This is an optimization exercise on Yosys and OpenROAD, whose aim is small area, a short achievable clock period and few clock cycles, not a production implementation. The RTL of this run was laid out without a check of its function. Power and IR drop assume default switching activity.

**flow/run.sh**
```bash
#!/bin/bash
# synth_recipe.tcl (not shown) runs the flow's synth.tcl, then flattens the netlist and writes it again
# the make line also repeats each setting of config.mk as NAME=value (left out here)
make -C /OpenROAD-flow-scripts/flow DESIGN_CONFIG=/design/flow/config.mk WORK_HOME=/design/flow/orfs CLKGATE_MAP_FILE= SYNTH_SCRIPT=/design/flow/synth_recipe.tcl finish
```
**flow/config.mk**
```make
export PLATFORM = sky130hd
export DESIGN_NAME = cpu8080
export DESIGN_NICKNAME = cpu8080
export VERILOG_FILES = /design/flow/design.v
export SDC_FILE = /design/flow/constraint.sdc
export NUM_CORES = 4
export LEC_CHECK = 0
export CAP_MARGIN = 20
export CORE_MARGIN = 2
export CORE_UTILIZATION = 40
export PLACE_DENSITY = 0.6
export SETUP_SLACK_MARGIN = 3.0
export SLEW_MARGIN = 20
```
**flow/constraint.sdc**
```tcl
create_clock -name core_clock -period 7.0 [get_ports {clock}]
set_input_delay 1.4000 -clock core_clock [delete_from_list [all_inputs] [get_ports {clock}]]
set_output_delay 1.4000 -clock core_clock [all_outputs]
set_load 0.01 [all_outputs]
```
**flow/design.v**
```verilog
`timescale 1ns / 1ps
module cpu8080_ctl(st, ir, cond,
                   rd, wr, ia, fin, asel, dsel,
                   asrc, bsrc, aop, bk, isel, idec,
                   wsel, wdin, wrot,
                   fl_alu, fl_szpa, fl_cy8, fl_ac8, fl_pop, fl_rot, fl_stc,
                   fl_cmc, pairw, xchg, wload, wzinc);
   input  [2:0] st;
   input  [7:0] ir;
   input        cond;
   output reg   rd, wr, ia, fin;
   output reg [6:0] asel;    
   output reg [10:0] dsel;   
   output reg [7:0] asrc;    
   output reg [10:0] bsrc;   
   output reg [2:0] aop;
   output reg [1:0] bk;      
   output reg [4:0] isel;    
   output reg   idec;
   output reg [7:0] wsel;    
   output reg   wdin, wrot;
   output reg   fl_alu, fl_szpa, fl_cy8, fl_ac8, fl_pop, fl_rot, fl_stc,
                fl_cmc;
   output reg   pairw, xchg, wload, wzinc;
   localparam S_EX = 3'd0, S_1 = 3'd1, S_2 = 3'd2, S_3 = 3'd3, S_4 = 3'd4,
              S_HALT = 3'd5, S_IA = 3'd6, S_F0 = 3'd7;
   wire [2:0] dd = ir[5:3];
   wire [2:0] ss = ir[2:0];
   wire [1:0] rp = ir[5:4];
   wire g0 = ir[7:6] == 2'b00;
   wire g1 = ir[7:6] == 2'b01;
   wire g2 = ir[7:6] == 2'b10;
   wire g3 = ir[7:6] == 2'b11;
   wire i_hlt   = ir == 8'h76;
   wire i_movrm = g1 && ss == 3'd6 && dd != 3'd6;
   wire i_movmr = g1 && dd == 3'd6 && ss != 3'd6;
   wire i_movrr = g1 && dd != 3'd6 && ss != 3'd6;
   wire i_alum  = g2 && ss == 3'd6;
   wire i_lxi   = g0 && ir[3:0] == 4'h1;
   wire i_dad   = g0 && ir[3:0] == 4'h9;
   wire i_stax  = g0 && !ir[5] && ir[3:0] == 4'h2;
   wire i_ldax  = g0 && !ir[5] && ir[3:0] == 4'hA;
   wire i_shld  = ir == 8'h22;
   wire i_lhld  = ir == 8'h2A;
   wire i_sta   = ir == 8'h32;
   wire i_lda   = ir == 8'h3A;
   wire i_incx  = g0 && ir[2:0] == 3'd3;
   wire i_incdec= g0 && ir[2:1] == 2'b10;
   wire i_indm  = i_incdec && dd == 3'd6;
   wire i_mvi   = g0 && ss == 3'd6;
   wire i_mvim  = i_mvi && dd == 3'd6;
   wire i_rot   = g0 && ss == 3'd7 && !ir[5];
   wire i_daa   = ir == 8'h27;
   wire i_cma   = ir == 8'h2F;
   wire i_stc   = ir == 8'h37;
   wire i_cmc   = ir == 8'h3F;
   wire i_rcc   = g3 && ss == 3'd0;
   wire i_pop   = g3 && ir[3:0] == 4'h1;
   wire i_ret   = ir == 8'hC9;
   wire i_pchl  = ir == 8'hE9;
   wire i_jcc   = g3 && ss == 3'd2;
   wire i_jmp   = ir == 8'hC3;
   wire i_xthl  = ir == 8'hE3;
   wire i_xchg  = ir == 8'hEB;
   wire i_ccc   = g3 && ss == 3'd4;
   wire i_push  = g3 && ir[3:0] == 4'h5;
   wire i_call  = ir == 8'hCD;
   wire i_alui  = g3 && ss == 3'd6;
   wire i_rst   = g3 && ss == 3'd7;
   wire i_retx  = i_ret || (i_rcc && cond);
   wire i_callx = i_call || (i_ccc && cond);
   wire i_imm2  = i_shld || i_lhld || i_sta || i_lda || i_jmp || i_jcc ||
                  i_call || i_ccc;
   localparam P_PC = 0, P_HL = 1, P_BC = 2, P_DE = 3, P_SP = 4, P_SM2 = 5,
              P_WZ = 6;
   localparam Q_L = 5, Q_H = 4, Q_Z = 6, Q_A = 7, Q_PCL = 9, Q_PCH = 10;
   wire [3:0] q_pl = rp == 2'd3 ? 4'd8 : {1'b0, rp, 1'b1};
   wire [3:0] q_ph = rp == 2'd3 ? 4'd7 : {1'b0, rp, 1'b0};
   always @* begin
      rd = 1'b0; wr = 1'b0; ia = 1'b0; fin = 1'b0;
      asel = 7'd0; dsel = 11'd0;
      case (st)
         S_F0: fin = 1'b1;
         S_IA: ia = 1'b1;
         S_HALT: ;
         S_EX: begin
            if (i_hlt || i_dad || i_daa || i_pchl) ;
            else if (i_movrm || i_alum || i_indm) begin rd = 1'b1; asel[P_HL] = 1'b1; end
            else if (i_movmr) begin wr = 1'b1; asel[P_HL] = 1'b1; dsel[ss] = 1'b1; end
            else if (i_alui || i_mvi || i_lxi || i_imm2) begin rd = 1'b1; asel[P_PC] = 1'b1; end
            else if (i_stax) begin wr = 1'b1; asel[P_DE] = ir[4]; asel[P_BC] = !ir[4]; dsel[Q_A] = 1'b1; end
            else if (i_ldax) begin rd = 1'b1; asel[P_DE] = ir[4]; asel[P_BC] = !ir[4]; end
            else if (i_ret || i_rcc || i_pop || i_xthl) begin rd = 1'b1; asel[P_SP] = 1'b1; end
            else if (i_push) begin wr = 1'b1; asel[P_SM2] = 1'b1; dsel[q_pl] = 1'b1; end
            else if (i_rst) begin wr = 1'b1; asel[P_SM2] = 1'b1; dsel[Q_PCL] = 1'b1; end
            else fin = 1'b1;
         end
         S_1: begin
            if (i_mvim) begin wr = 1'b1; asel[P_HL] = 1'b1; dsel[Q_Z] = 1'b1; end
            else if (i_indm) ;
            else if (i_lxi || i_imm2) begin rd = 1'b1; asel[P_PC] = 1'b1; end
            else if (i_retx || i_pop) begin rd = 1'b1; asel[P_SP] = 1'b1; end
            else if (i_xthl) begin wr = 1'b1; asel[P_SP] = 1'b1; dsel[Q_L] = 1'b1; end
            else if (i_push) begin wr = 1'b1; asel[P_SP] = 1'b1; dsel[q_ph] = 1'b1; end
            else if (i_rst) begin wr = 1'b1; asel[P_SP] = 1'b1; dsel[Q_PCH] = 1'b1; end
            else fin = 1'b1;
         end
         S_2: begin
            if (i_indm) begin wr = 1'b1; asel[P_HL] = 1'b1; dsel[Q_Z] = 1'b1; end
            else if (i_shld) begin wr = 1'b1; asel[P_WZ] = 1'b1; dsel[Q_L] = 1'b1; end
            else if (i_sta) begin wr = 1'b1; asel[P_WZ] = 1'b1; dsel[Q_A] = 1'b1; end
            else if (i_lhld || i_lda) begin rd = 1'b1; asel[P_WZ] = 1'b1; end
            else if (i_callx) begin wr = 1'b1; asel[P_SM2] = 1'b1; dsel[Q_PCL] = 1'b1; end
            else if (i_xthl) begin rd = 1'b1; asel[P_SP] = 1'b1; end
            else fin = 1'b1;
         end
         S_3: begin
            if (i_shld) begin wr = 1'b1; asel[P_WZ] = 1'b1; dsel[Q_H] = 1'b1; end
            else if (i_lhld) begin rd = 1'b1; asel[P_WZ] = 1'b1; end
            else if (i_callx) begin wr = 1'b1; asel[P_SP] = 1'b1; dsel[Q_PCH] = 1'b1; end
            else if (i_xthl) begin wr = 1'b1; asel[P_SP] = 1'b1; dsel[Q_H] = 1'b1; end
            else fin = 1'b1;
         end
         default: fin = 1'b1;  
      endcase
      if (fin) begin rd = 1'b1; asel = 7'd1; end
   end
   always @* begin
      isel = 5'b00001; idec = 1'b0;
      if (i_incx) begin
         isel = 5'b00000; isel[rp == 2'd3 ? 0 : rp + 1] = 1'b1;
         idec = ir[3];
      end else if (i_shld || i_lhld) isel = 5'b10000;
      else if (i_push || i_rst || i_callx) idec = 1'b1;
      else if (i_xthl) idec = st[1];
   end
   reg [2:0] aidx, bidx;
   reg       azero, bconst, bsp;
   always @* begin
      aidx = 3'd7; bidx = ss; aop = dd; azero = 1'b0; bconst = 1'b0;
      bsp = 1'b0; bk = 2'd0;
      if (i_movrr || i_xthl) begin           
         azero = 1'b1; aop = 3'd6;
         if (i_xthl) bidx = 3'd6;
      end else if (i_incdec) begin
         aidx = dd; bconst = 1'b1; aop = ir[0] ? 3'd2 : 3'd0;
      end else if (i_dad) begin
         aidx = st[0] ? 3'd4 : 3'd5; bidx = {rp, ~st[0]};
         bsp = rp == 2'd3; aop = {2'b00, st[0]};
      end else if (i_daa) begin
         bconst = 1'b1; bk = st[0] ? 2'd2 : 2'd1; aop = 3'd0;
      end else if (i_cma) begin
         bconst = 1'b1; bk = 2'd3; aop = 3'd5;
      end
      asrc = azero ? 8'd0 : (8'd1 << aidx);
      bsrc = bconst ? 11'h100 : bsp ? (st[0] ? 11'h400 : 11'h200)
                    : (11'd1 << bidx);
   end
   reg       we;
   reg [2:0] wi;
   always @* begin
      we = 1'b0; wdin = 1'b0; wrot = 1'b0; wi = dd;
      fl_alu = 1'b0; fl_szpa = 1'b0; fl_cy8 = 1'b0; fl_ac8 = 1'b0;
      fl_pop = 1'b0; fl_rot = 1'b0; fl_stc = 1'b0; fl_cmc = 1'b0;
      pairw = 1'b0; xchg = 1'b0; wload = 1'b0; wzinc = 1'b0;
      case (st)
         S_EX: begin
            if (i_movrr) we = 1'b1;
            if (i_movrm || i_mvi) begin we = 1'b1; wdin = 1'b1; end
            if (i_alum || i_indm || i_alui || i_imm2 || i_ret || i_rcc ||
                i_xthl) begin
               we = 1'b1; wdin = 1'b1; wi = 3'd6;
            end
            if (i_ldax) begin we = 1'b1; wdin = 1'b1; wi = 3'd7; end
            if (g2 && !i_alum) begin
               we = dd != 3'd7; wi = 3'd7; fl_alu = 1'b1;
            end
            if (i_incdec && !i_indm) begin we = 1'b1; fl_szpa = 1'b1; end
            if ((i_lxi || i_pop) && rp != 2'd3) begin
               we = 1'b1; wdin = 1'b1; wi = {rp, 1'b1};
            end
            if (i_pop && rp == 2'd3) fl_pop = 1'b1;
            if (i_dad) begin we = 1'b1; wi = 3'd5; fl_cy8 = 1'b1; end
            if (i_daa) begin we = 1'b1; wi = 3'd7; fl_ac8 = 1'b1; end
            if (i_cma) begin we = 1'b1; wi = 3'd7; end
            if (i_rot) begin we = 1'b1; wi = 3'd7; wrot = 1'b1; fl_rot = 1'b1; end
            fl_stc = i_stc;
            fl_cmc = i_cmc;
            pairw = i_incx && rp != 2'd3;
            xchg = i_xchg;
         end
         S_1: begin
            if (i_alum || i_alui) begin
               we = dd != 3'd7; wi = 3'd7; fl_alu = 1'b1;
            end
            if (i_dad) begin we = 1'b1; wi = 3'd4; fl_cy8 = 1'b1; end
            if (i_daa) begin we = 1'b1; wi = 3'd7; fl_cy8 = 1'b1; end
            if (i_indm) begin we = 1'b1; wi = 3'd6; fl_szpa = 1'b1; end
            if ((i_lxi && rp != 2'd3) || i_pop) begin
               we = 1'b1; wdin = 1'b1; wi = rp == 2'd3 ? 3'd7 : {rp, 1'b0};
            end
            if (i_xthl) begin we = 1'b1; wi = 3'd5; end
            wload = i_imm2;
         end
         S_2: begin
            if (i_lhld) begin we = 1'b1; wdin = 1'b1; wi = 3'd5; end
            if (i_lda) begin we = 1'b1; wdin = 1'b1; wi = 3'd7; end
            if (i_xthl) begin we = 1'b1; wdin = 1'b1; wi = 3'd6; end
            wzinc = i_shld || i_lhld;
         end
         S_3: begin
            if (i_lhld) begin we = 1'b1; wdin = 1'b1; wi = 3'd4; end
            if (i_xthl) begin we = 1'b1; wi = 3'd4; end
         end
         default: ;
      endcase
      wsel = we ? (8'd1 << wi) : 8'd0;
   end
endmodule
module cpu8080(addr,      
               data_in,   
               data_out,  
               readmem,   
               writemem,  
               intr,      
               inta,      
               reset,     
               clock);    
   output [15:0] addr;
   input  [7:0]  data_in;
   output [7:0]  data_out;
   output        readmem;
   output        writemem;
   input         intr;
   output        inta;
   input         reset;
   input         clock;
   localparam S_EX   = 3'd0;  
   localparam S_1    = 3'd1;
   localparam S_2    = 3'd2;
   localparam S_3    = 3'd3;
   localparam S_4    = 3'd4;
   localparam S_HALT = 3'd5;  
   localparam S_IA   = 3'd6;  
   localparam S_F0   = 3'd7;  
   reg    [7:0]  A, B, C, D, E, H, L;
   reg    [7:0]  W, Z;            
   reg    [15:0] SP, PC;
   reg    [7:0]  IR;
   reg    [2:0]  st;
   reg           fS, fZ, fAC, fP, fCY;
   reg           ei;
   wire   [2:0]  dd = IR[5:3];
   wire   [1:0]  rp = IR[5:4];
   wire   [15:0] WZ = {W, Z};
   wire g0 = IR[7:6] == 2'b00;
   wire g3 = IR[7:6] == 2'b11;
   wire i_hlt   = IR == 8'h76;
   wire i_lxi   = g0 && IR[3:0] == 4'h1;
   wire i_shld  = IR == 8'h22;
   wire i_lhld  = IR == 8'h2A;
   wire i_sta   = IR == 8'h32;
   wire i_lda   = IR == 8'h3A;
   wire i_incx  = g0 && IR[2:0] == 3'd3;   
   wire i_mvi   = g0 && IR[2:0] == 3'd6;
   wire i_daa   = IR == 8'h27;
   wire i_rcc   = g3 && IR[2:0] == 3'd0;
   wire i_pop   = g3 && IR[3:0] == 4'h1;
   wire i_ret   = IR == 8'hC9;
   wire i_pchl  = IR == 8'hE9;
   wire i_sphl  = IR == 8'hF9;
   wire i_jcc   = g3 && IR[2:0] == 3'd2;
   wire i_jmp   = IR == 8'hC3;
   wire i_xthl  = IR == 8'hE3;
   wire i_di    = IR == 8'hF3;
   wire i_ei    = IR == 8'hFB;
   wire i_ccc   = g3 && IR[2:0] == 3'd4;
   wire i_push  = g3 && IR[3:0] == 4'h5;
   wire i_call  = IR == 8'hCD;
   wire i_alui  = g3 && IR[2:0] == 3'd6;
   wire i_rst   = g3 && IR[2:0] == 3'd7;
   reg fl;
   always @* case (dd[2:1])
      2'd0: fl = fZ;
      2'd1: fl = fCY;
      2'd2: fl = fP;
      default: fl = fS;
   endcase
   wire cond = fl == dd[0];
   wire i_retx  = i_ret || (i_rcc && cond);             
   wire i_callx = i_call || (i_ccc && cond);            
   wire i_imm2  = i_shld || i_lhld || i_sta || i_lda || i_jmp || i_jcc ||
                  i_call || i_ccc;                      
   reg        rd, wr, ia, fin;
   reg  [6:0] asel;
   reg  [10:0] dsel;
   reg  [7:0] asrc;
   reg  [10:0] bsrc;
   reg  [2:0] aop;
   reg        asub, arith, ci_cy, ci_ncy;
   reg  [1:0] bk;
   reg  [4:0] isel;
   reg        idec;
   reg  [7:0] wsel;
   reg        wdin, wrot;
   reg        fl_alu, fl_szpa, fl_cy8, fl_ac8, fl_pop, fl_rot, fl_stc, fl_cmc;
   reg        pairw, xchg, wload, wzinc;
   wire ex     = st == S_EX;
   wire ei_eff = ei & ~(ex & i_di);
   wire take   = intr & ei_eff;
   reg  [2:0] st_n;
   always @* begin
      if (fin) st_n = take ? S_IA : S_EX;
      else case (st)
         S_EX:   st_n = i_hlt ? S_HALT : S_1;
         S_1:    st_n = S_2;
         S_2:    st_n = S_3;
         S_3:    st_n = S_4;
         S_HALT: st_n = (intr && ei) ? S_IA : S_HALT;
         S_IA:   st_n = S_EX;
         default: st_n = S_EX;
      endcase
   end
   wire       go_ia = (fin & take) | (st == S_HALT & intr & ei);
   wire       newi  = fin | (st == S_IA);
   wire [2:0] st_a  = (st == S_EX && i_hlt) ? S_HALT :
                      st == S_HALT ? S_HALT : st + 3'd1;
   wire       n_rd, n_wr, n_ia, n_fin;
   wire [6:0] n_asel;
   wire [10:0] n_dsel;
   wire [7:0] n_asrc;
   wire [10:0] n_bsrc;
   wire [2:0] n_aop;
   wire [1:0] n_bk;
   wire [4:0] n_isel;
   wire       n_idec;
   wire [7:0] n_wsel;
   wire       n_wdin, n_wrot;
   wire       n_fl_alu, n_fl_szpa, n_fl_cy8, n_fl_ac8, n_fl_pop, n_fl_rot,
              n_fl_stc, n_fl_cmc;
   wire       n_pairw, n_xchg, n_wload, n_wzinc;
   wire x_rd, y_rd;
   wire x_wr, y_wr;
   wire x_ia, y_ia;
   wire x_fin, y_fin;
   wire [6:0] x_asel, y_asel;
   wire [10:0] x_dsel, y_dsel;
   wire [7:0] x_asrc, y_asrc;
   wire [10:0] x_bsrc, y_bsrc;
   wire [2:0] x_aop, y_aop;
   wire [1:0] x_bk, y_bk;
   wire [4:0] x_isel, y_isel;
   wire x_idec, y_idec;
   wire [7:0] x_wsel, y_wsel;
   wire x_wdin, y_wdin;
   wire x_wrot, y_wrot;
   wire x_fl_alu, y_fl_alu;
   wire x_fl_szpa, y_fl_szpa;
   wire x_fl_cy8, y_fl_cy8;
   wire x_fl_ac8, y_fl_ac8;
   wire x_fl_pop, y_fl_pop;
   wire x_fl_rot, y_fl_rot;
   wire x_fl_stc, y_fl_stc;
   wire x_fl_cmc, y_fl_cmc;
   wire x_pairw, y_pairw;
   wire x_xchg, y_xchg;
   wire x_wload, y_wload;
   wire x_wzinc, y_wzinc;
   cpu8080_ctl ctl_x(.st(S_EX), .ir(data_in), .cond(cond),
      .rd(x_rd),
      .wr(x_wr),
      .ia(x_ia),
      .fin(x_fin),
      .asel(x_asel),
      .dsel(x_dsel),
      .asrc(x_asrc),
      .bsrc(x_bsrc),
      .aop(x_aop),
      .bk(x_bk),
      .isel(x_isel),
      .idec(x_idec),
      .wsel(x_wsel),
      .wdin(x_wdin),
      .wrot(x_wrot),
      .fl_alu(x_fl_alu),
      .fl_szpa(x_fl_szpa),
      .fl_cy8(x_fl_cy8),
      .fl_ac8(x_fl_ac8),
      .fl_pop(x_fl_pop),
      .fl_rot(x_fl_rot),
      .fl_stc(x_fl_stc),
      .fl_cmc(x_fl_cmc),
      .pairw(x_pairw),
      .xchg(x_xchg),
      .wload(x_wload),
      .wzinc(x_wzinc));
   cpu8080_ctl ctl_y(.st(st_a), .ir(IR), .cond(cond),
      .rd(y_rd),
      .wr(y_wr),
      .ia(y_ia),
      .fin(y_fin),
      .asel(y_asel),
      .dsel(y_dsel),
      .asrc(y_asrc),
      .bsrc(y_bsrc),
      .aop(y_aop),
      .bk(y_bk),
      .isel(y_isel),
      .idec(y_idec),
      .wsel(y_wsel),
      .wdin(y_wdin),
      .wrot(y_wrot),
      .fl_alu(y_fl_alu),
      .fl_szpa(y_fl_szpa),
      .fl_cy8(y_fl_cy8),
      .fl_ac8(y_fl_ac8),
      .fl_pop(y_fl_pop),
      .fl_rot(y_fl_rot),
      .fl_stc(y_fl_stc),
      .fl_cmc(y_fl_cmc),
      .pairw(y_pairw),
      .xchg(y_xchg),
      .wload(y_wload),
      .wzinc(y_wzinc));
   wire c_rd = newi ? x_rd : y_rd;
   wire c_wr = newi ? x_wr : y_wr;
   wire c_ia = newi ? x_ia : y_ia;
   wire c_fin = newi ? x_fin : y_fin;
   wire [6:0] c_asel = newi ? x_asel : y_asel;
   wire [10:0] c_dsel = newi ? x_dsel : y_dsel;
   wire [7:0] c_asrc = newi ? x_asrc : y_asrc;
   wire [10:0] c_bsrc = newi ? x_bsrc : y_bsrc;
   wire [2:0] c_aop = newi ? x_aop : y_aop;
   wire [1:0] c_bk = newi ? x_bk : y_bk;
   wire [4:0] c_isel = newi ? x_isel : y_isel;
   wire c_idec = newi ? x_idec : y_idec;
   wire [7:0] c_wsel = newi ? x_wsel : y_wsel;
   wire c_wdin = newi ? x_wdin : y_wdin;
   wire c_wrot = newi ? x_wrot : y_wrot;
   wire c_fl_alu = newi ? x_fl_alu : y_fl_alu;
   wire c_fl_szpa = newi ? x_fl_szpa : y_fl_szpa;
   wire c_fl_cy8 = newi ? x_fl_cy8 : y_fl_cy8;
   wire c_fl_ac8 = newi ? x_fl_ac8 : y_fl_ac8;
   wire c_fl_pop = newi ? x_fl_pop : y_fl_pop;
   wire c_fl_rot = newi ? x_fl_rot : y_fl_rot;
   wire c_fl_stc = newi ? x_fl_stc : y_fl_stc;
   wire c_fl_cmc = newi ? x_fl_cmc : y_fl_cmc;
   wire c_pairw = newi ? x_pairw : y_pairw;
   wire c_xchg = newi ? x_xchg : y_xchg;
   wire c_wload = newi ? x_wload : y_wload;
   wire c_wzinc = newi ? x_wzinc : y_wzinc;
   assign n_rd = c_rd & ~go_ia;
   assign n_wr = c_wr & ~go_ia;
   assign n_ia = c_ia | go_ia;
   assign n_fin = c_fin & ~go_ia;
   assign n_asrc = c_asrc; assign n_bsrc = c_bsrc; assign n_aop = c_aop;
   assign n_bk = c_bk; assign n_isel = c_isel; assign n_idec = c_idec;
   assign n_wdin = c_wdin; assign n_wrot = c_wrot;
   assign n_asel = go_ia ? 7'd0 : c_asel;
   assign n_dsel = go_ia ? 11'd0 : c_dsel;
   assign n_wsel = go_ia ? 8'd0 : c_wsel;
   assign n_fl_alu = c_fl_alu & ~go_ia;
   assign n_fl_szpa = c_fl_szpa & ~go_ia;
   assign n_fl_cy8 = c_fl_cy8 & ~go_ia;
   assign n_fl_ac8 = c_fl_ac8 & ~go_ia;
   assign n_fl_pop = c_fl_pop & ~go_ia;
   assign n_fl_rot = c_fl_rot & ~go_ia;
   assign n_fl_stc = c_fl_stc & ~go_ia;
   assign n_fl_cmc = c_fl_cmc & ~go_ia;
   assign n_pairw = c_pairw & ~go_ia;
   assign n_xchg = c_xchg & ~go_ia;
   assign n_wload = c_wload & ~go_ia;
   assign n_wzinc = c_wzinc & ~go_ia;
   always @(posedge clock) begin
      if (reset) begin
         rd <= 1'b1; wr <= 1'b0; ia <= 1'b0; fin <= 1'b1; asel <= 7'd1;
         dsel <= 11'd0;
         wsel <= 8'd0; fl_alu <= 1'b0; fl_szpa <= 1'b0; fl_cy8 <= 1'b0;
         fl_ac8 <= 1'b0; fl_pop <= 1'b0; fl_rot <= 1'b0; fl_stc <= 1'b0;
         fl_cmc <= 1'b0; pairw <= 1'b0; xchg <= 1'b0; wload <= 1'b0;
         wzinc <= 1'b0;
      end else begin
         rd <= n_rd; wr <= n_wr; ia <= n_ia; fin <= n_fin; asel <= n_asel;
         dsel <= n_dsel;
         wsel <= n_wsel; fl_alu <= n_fl_alu; fl_szpa <= n_fl_szpa;
         fl_cy8 <= n_fl_cy8; fl_ac8 <= n_fl_ac8; fl_pop <= n_fl_pop;
         fl_rot <= n_fl_rot; fl_stc <= n_fl_stc; fl_cmc <= n_fl_cmc;
         pairw <= n_pairw; xchg <= n_xchg; wload <= n_wload;
         wzinc <= n_wzinc;
      end
      asrc <= n_asrc; bsrc <= n_bsrc; aop <= n_aop; bk <= n_bk;
      asub <= n_aop == 3'd2 || n_aop == 3'd3 || n_aop == 3'd7;
      arith <= !n_aop[2] || n_aop == 3'd7;
      ci_cy <= n_aop == 3'd1;
      ci_ncy <= n_aop == 3'd3;
      isel <= n_isel; idec <= n_idec; wdin <= n_wdin; wrot <= n_wrot;
   end
   wire daa1 = (A[3:0] > 4'd9) || fAC;
   wire daa2 = (A[7:4] > 4'd9) || fCY;
   reg  [7:0] kv;
   always @* case (bk)
      2'd0: kv = 8'h01;
      2'd1: kv = daa1 ? 8'h06 : 8'h00;
      2'd2: kv = daa2 ? 8'h60 : 8'h00;
      default: kv = 8'hFF;
   endcase
   wire [7:0] aa = ({8{asrc[0]}} & B) | ({8{asrc[1]}} & C) |
                   ({8{asrc[2]}} & D) | ({8{asrc[3]}} & E) |
                   ({8{asrc[4]}} & H) | ({8{asrc[5]}} & L) |
                   ({8{asrc[6]}} & Z) | ({8{asrc[7]}} & A);
   wire [7:0] rb = ({8{bsrc[0]}} & B) | ({8{bsrc[1]}} & C) |
                   ({8{bsrc[2]}} & D) | ({8{bsrc[3]}} & E) |
                   ({8{bsrc[4]}} & H) | ({8{bsrc[5]}} & L) |
                   ({8{bsrc[6]}} & Z) | ({8{bsrc[7]}} & A);
   wire [7:0] bb = rb | ({8{bsrc[8]}} & kv) | ({8{bsrc[9]}} & SP[7:0]) |
                   ({8{bsrc[10]}} & SP[15:8]);
   function [8:0] carries;
      input [7:0] g;
      input [7:0] p;
      input       cin;
      reg   [7:0] gg, pp;
      integer     lv, i, j;
      begin
         gg = g; pp = p;
         for (lv = 0; lv < 3; lv = lv + 1)
            for (i = 0; i < 8; i = i + 1)
               if (i & (1 << lv)) begin
                  j = (i & ~((2 << lv) - 1)) + (1 << lv) - 1;
                  gg[i] = gg[i] | (pp[i] & gg[j]);
                  pp[i] = pp[i] & pp[j];
               end
         carries[0] = cin;
         for (i = 0; i < 8; i = i + 1)
            carries[i + 1] = gg[i] | (pp[i] & cin);
      end
   endfunction
   wire       acin = (ci_cy & fCY) | (ci_ncy & ~fCY) | (asub & ~ci_ncy);
   wire [7:0] bx   = bb ^ {8{asub}};
   wire [7:0] ap   = aa ^ bx;
   wire [7:0] ag   = aa & bx;
   wire [8:0] cy   = carries(ag, ap, acin);
   wire [7:0] sum  = ap ^ cy[7:0];
   reg  [7:0] lres;
   always @* case (aop[1:0])
      2'd0: lres = aa & bb;
      2'd1: lres = aa ^ bb;
      default: lres = aa | bb;
   endcase
   wire [7:0] ares = arith ? sum : lres;
   wire a_cy = arith & (cy[8] ^ asub);
   wire a_ac = arith & (cy[4] ^ asub);
   wire a_z  = ares == 8'd0;
   wire a_p  = arith ? ~(^ap ^ ^cy[7:0]) : ~^lres;
   wire c8   = cy[8];         
   reg [7:0] rres;
   reg       rcy;
   always @* case (IR[4:3])
      2'd0: begin rres = {A[6:0], A[7]}; rcy = A[7]; end
      2'd1: begin rres = {A[0], A[7:1]}; rcy = A[0]; end
      2'd2: begin rres = {A[6:0], fCY};  rcy = A[7]; end
      default: begin rres = {fCY, A[7:1]}; rcy = A[0]; end
   endcase
   function [15:0] incdec16;
      input [15:0] x;
      input        dec;
      integer      i;
      reg   [15:0] y;
      begin
         y = x ^ {16{dec}};
         for (i = 0; i < 16; i = i + 1)
            incdec16[i] = x[i] ^ ((y & ((16'd1 << i) - 16'd1)) == ((16'd1 << i) - 16'd1));
      end
   endfunction
   wire [15:0] idu_in = ({16{isel[0]}} & SP) | ({16{isel[1]}} & {B, C}) |
                        ({16{isel[2]}} & {D, E}) | ({16{isel[3]}} & {H, L}) |
                        ({16{isel[4]}} & WZ);
   wire [15:0] idu = incdec16(idu_in, idec);
   wire [15:0] pcinc = incdec16(PC, 1'b0);
   wire [15:0] spm2 = SP - 16'd2;
   assign addr = ({16{asel[0]}} & PC) | ({16{asel[1]}} & {H, L}) |
                 ({16{asel[2]}} & {B, C}) | ({16{asel[3]}} & {D, E}) |
                 ({16{asel[4]}} & SP) | ({16{asel[5]}} & spm2) |
                 ({16{asel[6]}} & WZ);
   wire [7:0] flagbyte = { fS, fZ, 1'b0, fAC, 1'b0, fP, 1'b1, fCY };
   assign data_out = ({8{dsel[0]}} & B) | ({8{dsel[1]}} & C) |
                     ({8{dsel[2]}} & D) | ({8{dsel[3]}} & E) |
                     ({8{dsel[4]}} & H) | ({8{dsel[5]}} & L) |
                     ({8{dsel[6]}} & Z) | ({8{dsel[7]}} & A) |
                     ({8{dsel[8]}} & flagbyte) | ({8{dsel[9]}} & PC[7:0]) |
                     ({8{dsel[10]}} & PC[15:8]);
   assign readmem  = rd;
   assign writemem = wr;
   assign inta     = ia;
   wire [7:0] wv = wdin ? data_in : wrot ? rres : ares;
   wire fl_szp = fl_alu | fl_szpa;
   wire fl_cya = fl_alu | fl_cy8;        
   wire fS_o  = fl_pop ? data_in[7] : fS;
   wire fZ_o  = fl_pop ? data_in[6] : fZ;
   wire fP_o  = fl_pop ? data_in[2] : fP;
   wire fAC_o = fl_pop ? data_in[4] : fAC;
   wire fCY_o = fl_pop ? data_in[0] : fl_rot ? rcy : fl_stc ? 1'b1 :
                fl_cmc ? ~fCY : fCY;
   always @(posedge clock) begin
      if (wsel[0]) B <= wv;
      if (wsel[1]) C <= wv;
      if (wsel[2]) D <= wv;
      if (wsel[3]) E <= wv;
      if (wsel[4]) H <= wv;
      if (wsel[5]) L <= wv;
      if (wsel[6]) Z <= wv;
      if (wsel[7]) A <= wv;
      if (pairw) begin
         case (rp)
            2'd0: {B, C} <= idu;
            2'd1: {D, E} <= idu;
            default: {H, L} <= idu;
         endcase
      end
      if (xchg) begin D <= H; E <= L; H <= D; L <= E; end
      if (wload) W <= data_in;
      if (wzinc) {W, Z} <= idu;
      fS  <= fl_szp ? ares[7] : fS_o;
      fZ  <= fl_szp ? a_z : fZ_o;
      fP  <= fl_szp ? a_p : fP_o;
      fAC <= fl_szp ? a_ac : fl_ac8 ? c8 : fAC_o;
      fCY <= fl_cya ? a_cy : fCY_o;
      if (reset) begin
         st <= S_F0;
         PC <= 16'd0;
         ei <= 1'b1;
      end else begin
         st <= st_n;
         if (fin) begin
            if (!take) begin
               IR <= data_in;
               PC <= pcinc;
            end
            ei <= (ex & i_ei) | (ei_eff & ~take);
         end else case (st)
         S_EX: begin
            if (i_alui || i_mvi || i_lxi || i_imm2) PC <= pcinc;
            if (i_lxi && rp == 2'd3) SP[7:0] <= data_in;
            if (i_retx || i_pop || i_push || i_rst) SP <= idu;
            if (i_pchl) PC <= {H, L};
         end
         S_1: begin
            if (i_lxi && rp == 2'd3) SP[15:8] <= data_in;
            if (i_lxi || i_shld || i_lhld || i_sta || i_lda || i_call || i_ccc ||
                (i_jcc && !cond)) PC <= pcinc;
            if (i_jmp || (i_jcc && cond) || i_retx) PC <= {data_in, Z};
            if (i_retx || i_pop || i_xthl || i_push || i_rst) SP <= idu;
            if (i_rst) PC <= {10'd0, dd, 3'd0};
         end
         S_2: begin
            if (i_callx) SP <= idu;
         end
         S_3: begin
            if (i_callx || i_xthl) SP <= idu;
            if (i_callx) PC <= WZ;
         end
         S_HALT: begin
            if (intr && ei) ei <= 1'b0;
         end
         S_IA: begin
            IR <= data_in;
            PC <= pcinc;
         end
         default: ;
         endcase
         if (fin && ex) begin
            if (i_incx && rp == 2'd3) SP <= idu;
            if (i_sphl) SP <= {H, L};
         end
      end
   end
endmodule
```
==> results.txt <==
global-route congestion overflow total 0; Residual DRC 0; area fraction of the dominant cell type after synthesis 17.1%; mean instance size in the synthesized netlist 7.66 um^2; synthesized net count 2,281; root buffer cell clkbuf_16; DIE WIDTH 210 um; CP required 7.40 ns; first-pass GRT wire length 136,000 um; Distinct cells, synth 90; number of sinks driven by the clock tree 198; Final Slew Violations 0; beginning of the worst hold path ei; share of power burned in combinational logic 48.6%; number of instances in the synthesized netlist 2,212; hold_buf cts 0; minimum clock period 4.00 ns; Post-synth ARST share 0%; peak supply drop 0.301 mV; clock-pin transition on the worst setup and hold timing paths 0.08 ns; number of standard-cell rows in the floorplan 75; via count of the first global-routing pass 18,600; initial antenna violation count 3; library cell occupying the most area in the post-synthesis netlist dfxtp_1; Final period util 57.1%; post-DR wirelength/cell 34.8 um; Achievable Freq 0.250 GHz; drt first-iter violations 3,568; chip height 210 um; Core Region 41,900 um^2; gr usage total 42.6%; slack of the worst reg-to-reg path 3.01 ns; final WL 95,600 um; number of instances on the worst hold path 2; Worst Reg-to-Reg Cells 14; cell occurring most often along the worst timing path buf_4; Cell Chain, Critical Path clkdlybuf4s50_1 > buf_8 > clkinvlp_4 > ha_2 > nand3b_1 > nor3_2 > a211oi_2 > buf_4 > buf_4 > nand3_1 > nor2_1 > inv_1 > o32ai_1; Int Power 3.18 mW; power density of the placed cells 323 nW/um^2; actual transition at the worst max-transition pin 1.23 ns; net switching power figure 3.07 mW; maximum number of buffers from clock root to sink 2; Die Outline Area 44,000 um^2; First-pass DRT Iterations 8; sequential cell area fraction in the yosys report 26.5%; outcome complete, no violations; clock latency at the later pin of the worst-skew pair 0.52 ns; switching part of the total power 49.1%; peak fanout along the critical path 12; via count 20,400; number of nets with antenna violations after routing 0; Synth warnings 2; last weighted congestion value of the routability-driven placer 1.03; placed wire-length estimate after detailed placement 68,700 um; sort of element at the start of the critical path input pin; clock share of power 17.4%; post-route clock skew 0.0114 ns; biggest cell delay along the critical path 0.49 ns; prevailing post-synth register cell dfxtp_1; max-cap viol count 0; number of flops mapped to enable cells by yosys 53; worst hold path class reg2reg; # placed instances 2,648; worst reg2reg path endpoint SP[12]; Setup Total Neg Slack 0 ns; Global Route met1 Usage 56.2%; Power Total 6.25 mW; starting utilization of the core area 40.5%; fraction of layout cells with a size suffix above 1 13.5%; non-filler instance count after layout 2,750; vias per std cell 7.42; largest net degree at the start of global routing 37; Yosys reg bits 198; number of H-tree levels 4; type of the worst setup path in2reg; Worst path slowest cell clkdlybuf4s50_1; met3 Usage GRT 10.5%; GRT met2 Usage 62.4%; IO buf count 37; share of power burned in registers 34.0%; worst min-delay path endpoint ei; static power due to leakage 7.02 nW; FF-to-FF Start IR[5]; top cells by area, synth dfxtp_1 (17%), edfxtp_1 (9.4%), a22oi_1 (6.2%), nand2_1 (4.5%), ha_1 (4.2%); critical path endpoint category register; Netlist Area Pre-Place 16,900 um^2; clock tree from TritonCTS done; Setup Viol. Count Final 0; nets 2,266; IO Count 38; RSZ-0062 raised after global routing yes; Slew headroom 17.7%; Area growth syn-to-layout 14.2%; cts bufs inserted 17; GR peak layer met2; hold violation total from the final report 0; arrival time of data at the critical path endpoint 4.40 ns
## cell families after synthesis
family	synth area share [%]
XOR/XNOR	3.46
adder cells (fa/ha/maj)	4.33
AND/OR/NAND/NOR	22.5
AO/OA/AOI/OAI	33.9
buffers and inverters	6.00
flip-flops	26.5
multiplexers	3.22
## worst max path at each step
stage          startpoint      end
2_1_floorplan        A[2]     Z[6]
3_3_place_gp   data_in[0]  dsel[9]
3_5_place_dp   data_in[0]  asel[0]
4_1_cts             SP[3]  addr[8]
5_1_grt              A[1]     Z[6]
6_report       data_in[1]  dsel[4]
## layout make-up
| type | count | area [um^2] |
|---|---|---|
| fillers | 4163 | 22500 |
| multi-input cells | 1750 | 11900 |
| flip-flops and latches | 198 | 4500 |
| repair buffers | 159 | 1330 |
| well taps | 539 | 674 |
| clock buffers | 19 | 475 |
| inverters | 71 | 275 |
| clock inverters | 12 | 133 |
| diodes | 2 | 5.00 |
## state kept, by name, indices dropped and copies added (netlist names), 8 cells and up
name,flops
L,8
W,8
dsel,11
B,8
asrc,8
IR,8
C,8
E,8
H,8
D,8
wsel,8
Z,8
PC,16
A,8
SP,16
bsrc,11
## per-layer routing
metal,share of wire [%],vias to the layer above
met1,39,9757
met2,41,1704
met5,0,-
met4,7.4,0
met3,12,427
li1,-,8521
## critical path: cells and delay by family
family | cells | cell delay, ns
and+or+nand+nor | 4 | 0.65
buffers and inverters | 6 | 1.29
adders and majority gates | 1 | 0.28
AOI/OAI and AO/OA | 2 | 0.74
## power by group through the flow
stage	clock network [mW]	logic, mW	registers [mW]
2_1_floorplan	0	1.98	1.59
3_3_place_gp	0	2.59	2.10
3_5_place_dp	0	2.62	2.10
4_1_cts	1.08	2.74	2.06
5_1_grt	1.12	3.22	2.10
6_report	1.08	3.04	2.13
## synthesized netlist by cell type (55+ instances only)
cell	instances
o21ai_0	137
a22oi_1	140
inv_1	65
nor3_1	55
clkbuf_1	167
nand2_1	203
nor2_1	169
a21oi_1	127
ha_1	57
dfxtp_1	145
nand4_1	62
nand3_1	72
## through the flow
| step | utilization, % | instance area, um^2 | hold WS (ns) | setup slack [ns] |
|---|---|---|---|---|
| 2_1_floorplan | - | 16900 | 0.454 | 3.10 |
| 3_3_place_gp | 42.2 | 17700 | 0.467 | 1.70 |
| 3_5_place_dp | 42.3 | 17700 | 0.480 | 1.58 |
| 4_1_cts | 44.9 | 18800 | 0.497 | 2.83 |
| 5_1_grt | 46.2 | 19300 | 0.530 | 2.90 |
| 6_report | 46.2 | 19300 | 0.492 | 3.00 |
## cells in the final DEF, fill, tap and decap left out, types with 33 or more instances in the layout
cell	n
nand2_1	198
nor2_1	161
a22oi_1	140
dfxtp_1	137
o21ai_0	132
a21oi_1	123
buf_4	116
nand3_1	70
inv_1	64
nand4_1	62
edfxtp_1	53
ha_1	47
nor3_1	45
mux2i_1	40
xnor2_1	35
o22ai_1	35
a222oi_1	34
a221oi_1	33
## repair_timing
action                                  4_1_cts  5_1_grt
setup buffers                                44       25
endpoints found under the setup margin      138      124
resized for setup                            60       89
pin swaps                                    14       20

[what the ideal ports hide]
Ports are ideal in the flow. The routed layout listed here was re-timed in OpenROAD.
Step 1, drivers: a clkbuf_16 drives clock and a buf_2 each remaining input, both assumed.
Step 2 adds t to the input delays and takes it off the output delays; t is the mean of the earliest and latest rising clock arrival at the registers after step 1. Input paths then give back, and output paths get back, about the clock's delay inside the block.
Slacks: ideal / step 1 / step 2; pairs: ideal / step 1.
t (ns): 0.573
setup WS [ns]: 3.002 / 2.965 / 2.463
pins driven straight from the clock port: 1
After both steps setup and hold are still met in this run. For this run, drivers alone change the setup slack by -0.037 ns; drivers and shift together by -0.539 ns.
